Source: an optimization exercise on an open RTL-to-GDS flow (aim: small area and a short achievable clock period). Production flows keep margins and buffers that such runs may drop.
RTL that was checked went through simulation tests only; none was proved equivalent to the original.
Power is estimated from default activity; no workload was simulated.

==> flow/design.v (excerpt) <==
module circuit (
  output [47:0] p,
  input  [17:0] a, b, d,
  input  [47:0] c,
  input  clk, rstn);
For scale: roughly 1600 cells after synthesis, about 360 flip-flops, ~18000 sq um of cells after synthesis.
export LEC_CHECK = 0
export CAP_MARGIN = 20
export CORE_MARGIN = 2
export CORE_UTILIZATION = 65
export CTS_CLUSTER_DIAMETER = 80
export CTS_CLUSTER_SIZE = 25
export SETUP_SLACK_MARGIN = 4.65
export SLEW_MARGIN = 20
export SYNTH_HIERARCHICAL = 1
create_clock -name core_clock -period 7.0 [get_ports {clk}]
standard.sh (not shown) runs the stock make flow with config.mk's settings and CLKGATE_MAP_FILE= SYNTH_SCRIPT=/design/flow/synth_recipe.tcl, a recipe that flattens the netlist after the stock synthesis.
==> flow/flow/run.sh <==
#!/bin/bash
# Standard layout, with the port buffers made of buf_2 cells instead of the default delay buffer.
set -euo pipefail
export BUFFER_PORTS_ARGS="-buffer_cell sky130_fd_sc_hd__buf_2"
bash standard.sh > standard.log 2>&1
Edit:
--- a/flow/config.mk
+++ b/flow/config.mk
@@ -11,5 +11,5 @@
 export CTS_CLUSTER_DIAMETER = 80
 export CTS_CLUSTER_SIZE = 25
-export SETUP_SLACK_MARGIN = 4.65
+export SETUP_SLACK_MARGIN = 4.6
 export SLEW_MARGIN = 20
 export SYNTH_HIERARCHICAL = 1
After rerunning: Wire length drops by about 1.9%; first-iteration DRC count goes down by about 1%; via count shrinks by about 0.8%; non-clock buffer count falls by 5; sequential share of layout area climbs by 0.32 points; sequential power is about the same; clock skew goes up by 0.0065 ns; setup slack is better by 0.014 ns; fmax climbs by about 0.6%; power shrinks by 1.9%.

circuit again, from the RTL that the note above started with.
Settings: LEC_CHECK=0, CAP_MARGIN=20, CORE_MARGIN=2, CORE_UTILIZATION=65, CTS_CLUSTER_DIAMETER=80, CTS_CLUSTER_SIZE=25, PLACE_DENSITY=0.75, SETUP_SLACK_MARGIN=4.6, SLEW_MARGIN=20, SYNTH_HIERARCHICAL=1; clock period 7.0 ns.
Scripts as last shown in full above: flow/flow/run.sh
The starting point produced a clean layout.
Edit:
PLACE_DENSITY = default   (was 0.75)
SETUP_SLACK_MARGIN = 4.55   (was 4.6)
What happened:
- The changed run went through all stages and came out clean
- area after synthesis does not change
- worst hold slack is about the same
- worst setup slack degrades by 0.042 ns
- via count drops by 1.9%
- cell area falls by about 1.8%
- cell count decreases by about 0.56%
- power is lower by 4.0%
- non-clock buffer count falls by 11
Edit:
CORE_UTILIZATION = 70   (was 65)
SETUP_SLACK_MARGIN = 4.6   (was 4.55)
After rerunning:
- synthesized area does not change
- design area climbs by 0.81%
- register-to-register slack gets better by 0.03 ns
- total power climbs by about 1.5%
- utilization climbs by 6.0 points
- fmax climbs by about 1%
- sequential cell count does not change
- first-iteration DRC count climbs by about 13%

circuit, a different RTL version from the one above (not shown whole).
Size in the first run: about 430 flip-flops, roughly 150 I/O pins, about 21,000 um^2 of cells after synthesis.
## circuit
module circuit (
  output [47:0] p,
  input  [17:0] a, b, d,
  input  [47:0] c,
  input  clk, rstn);
Settings: LEC_CHECK=0, CAP_MARGIN=20, CORE_MARGIN=2, CORE_UTILIZATION=40, SETUP_SLACK_MARGIN=4.6, SLEW_MARGIN=20, SYNTH_HIERARCHICAL=1; clock period 7.0 ns.
Scripts as last shown in full above: flow/flow/run.sh
Edit:
- SETUP_SLACK_MARGIN: 4.6 -> 4.4
Result: Critical path depth climbs by 6. Design area drops slightly. Power drops slightly. Utilization drops by 0.56 points. Die area stays the same.
Function was not checked in any run of this note: the RTL went through the layout flow alone.

circuit, a different RTL version from the one above (not shown whole).
Size in the first run: about 1,800 cells after synthesis.
Settings: LEC_CHECK=0, CAP_MARGIN=20, CORE_MARGIN=2, CORE_UTILIZATION=65, CTS_CLUSTER_DIAMETER=80, CTS_CLUSTER_SIZE=25, SETUP_SLACK_MARGIN=4.6, SLEW_MARGIN=20, SYNTH_HIERARCHICAL=1; clock period 7.0 ns.
==> flow/flow/run.sh <==
#!/bin/bash
# Standard layout, with the port buffers made of buf_1 cells instead of the default delay buffer.
set -euo pipefail
export BUFFER_PORTS_ARGS="-buffer_cell sky130_fd_sc_hd__buf_1"
bash standard.sh > standard.log 2>&1
The first run produced a clean layout.
Change:
==> flow/flow/run.sh (replaced) <==
#!/bin/bash
# Standard layout, with the port buffers made of buf_2 cells instead of the default delay buffer.
set -euo pipefail
export BUFFER_PORTS_ARGS="-buffer_cell sky130_fd_sc_hd__buf_2"
bash standard.sh > standard.log 2>&1
- CTS_CLUSTER_DIAMETER: 80 -> 60
- CTS_CLUSTER_SIZE: 25 -> 30
=> The new run completed without violations. Wire length goes up by 3.2%. Power goes up by 4.9%. Worst setup slack is worse by 0.030 ns. Final cell count goes up by 0.75%.
Function was not checked in any run of this note: the RTL went through the layout flow alone.

## static timing again, ports no longer ideal
The results above use ideal ports. As a check the final layouts listed here were re-extracted and re-timed, cells and wires unchanged.
Step 1 assumes that a clkbuf_16 drives the clock port and a buf_2 every other input.
Step 2 adds t to the input delays and takes it off the output delays; t is the mean of the earliest and latest rising clock arrival at the registers after step 1. Input paths then give back, and output paths get back, about the clock's delay inside the block.
Slacks: ideal / step 1 / step 2; pairs: ideal / step 1.
run | shift t [ns] | slack for setup (ns) | cell pins on the clock port's net
the first run of note 1 | 0.577 | 4.619 / 4.569 / 4.261 | 1
the second run of note 1 | 0.572 | 4.633 / 4.578 / 4.252 | 1
the first run of note 2 | 0.575 | 4.622 / 4.569 / 4.281 | 1
the second run of note 2 | 0.567 | 4.581 / 4.531 / 4.222 | 1
the third run of note 2 | 0.581 | 4.606 / 4.556 / 4.263 | 1
the first run of note 3 | 0.625 | 4.589 / 4.528 / 4.190 | 1
the second run of note 3 | 0.646 | 4.466 / 4.466 / 4.187 | 1
the first run of note 4 | 0.595 | 4.607 / 4.553 / 4.211 | 1
the second run of note 4 | 0.623 | 4.577 / 4.524 / 4.188 | 1
After both steps every run listed still meets setup and hold. The setup slack of the first run of note 3, which loses most, moves by -0.061 ns with the drivers and by -0.399 ns with both steps.
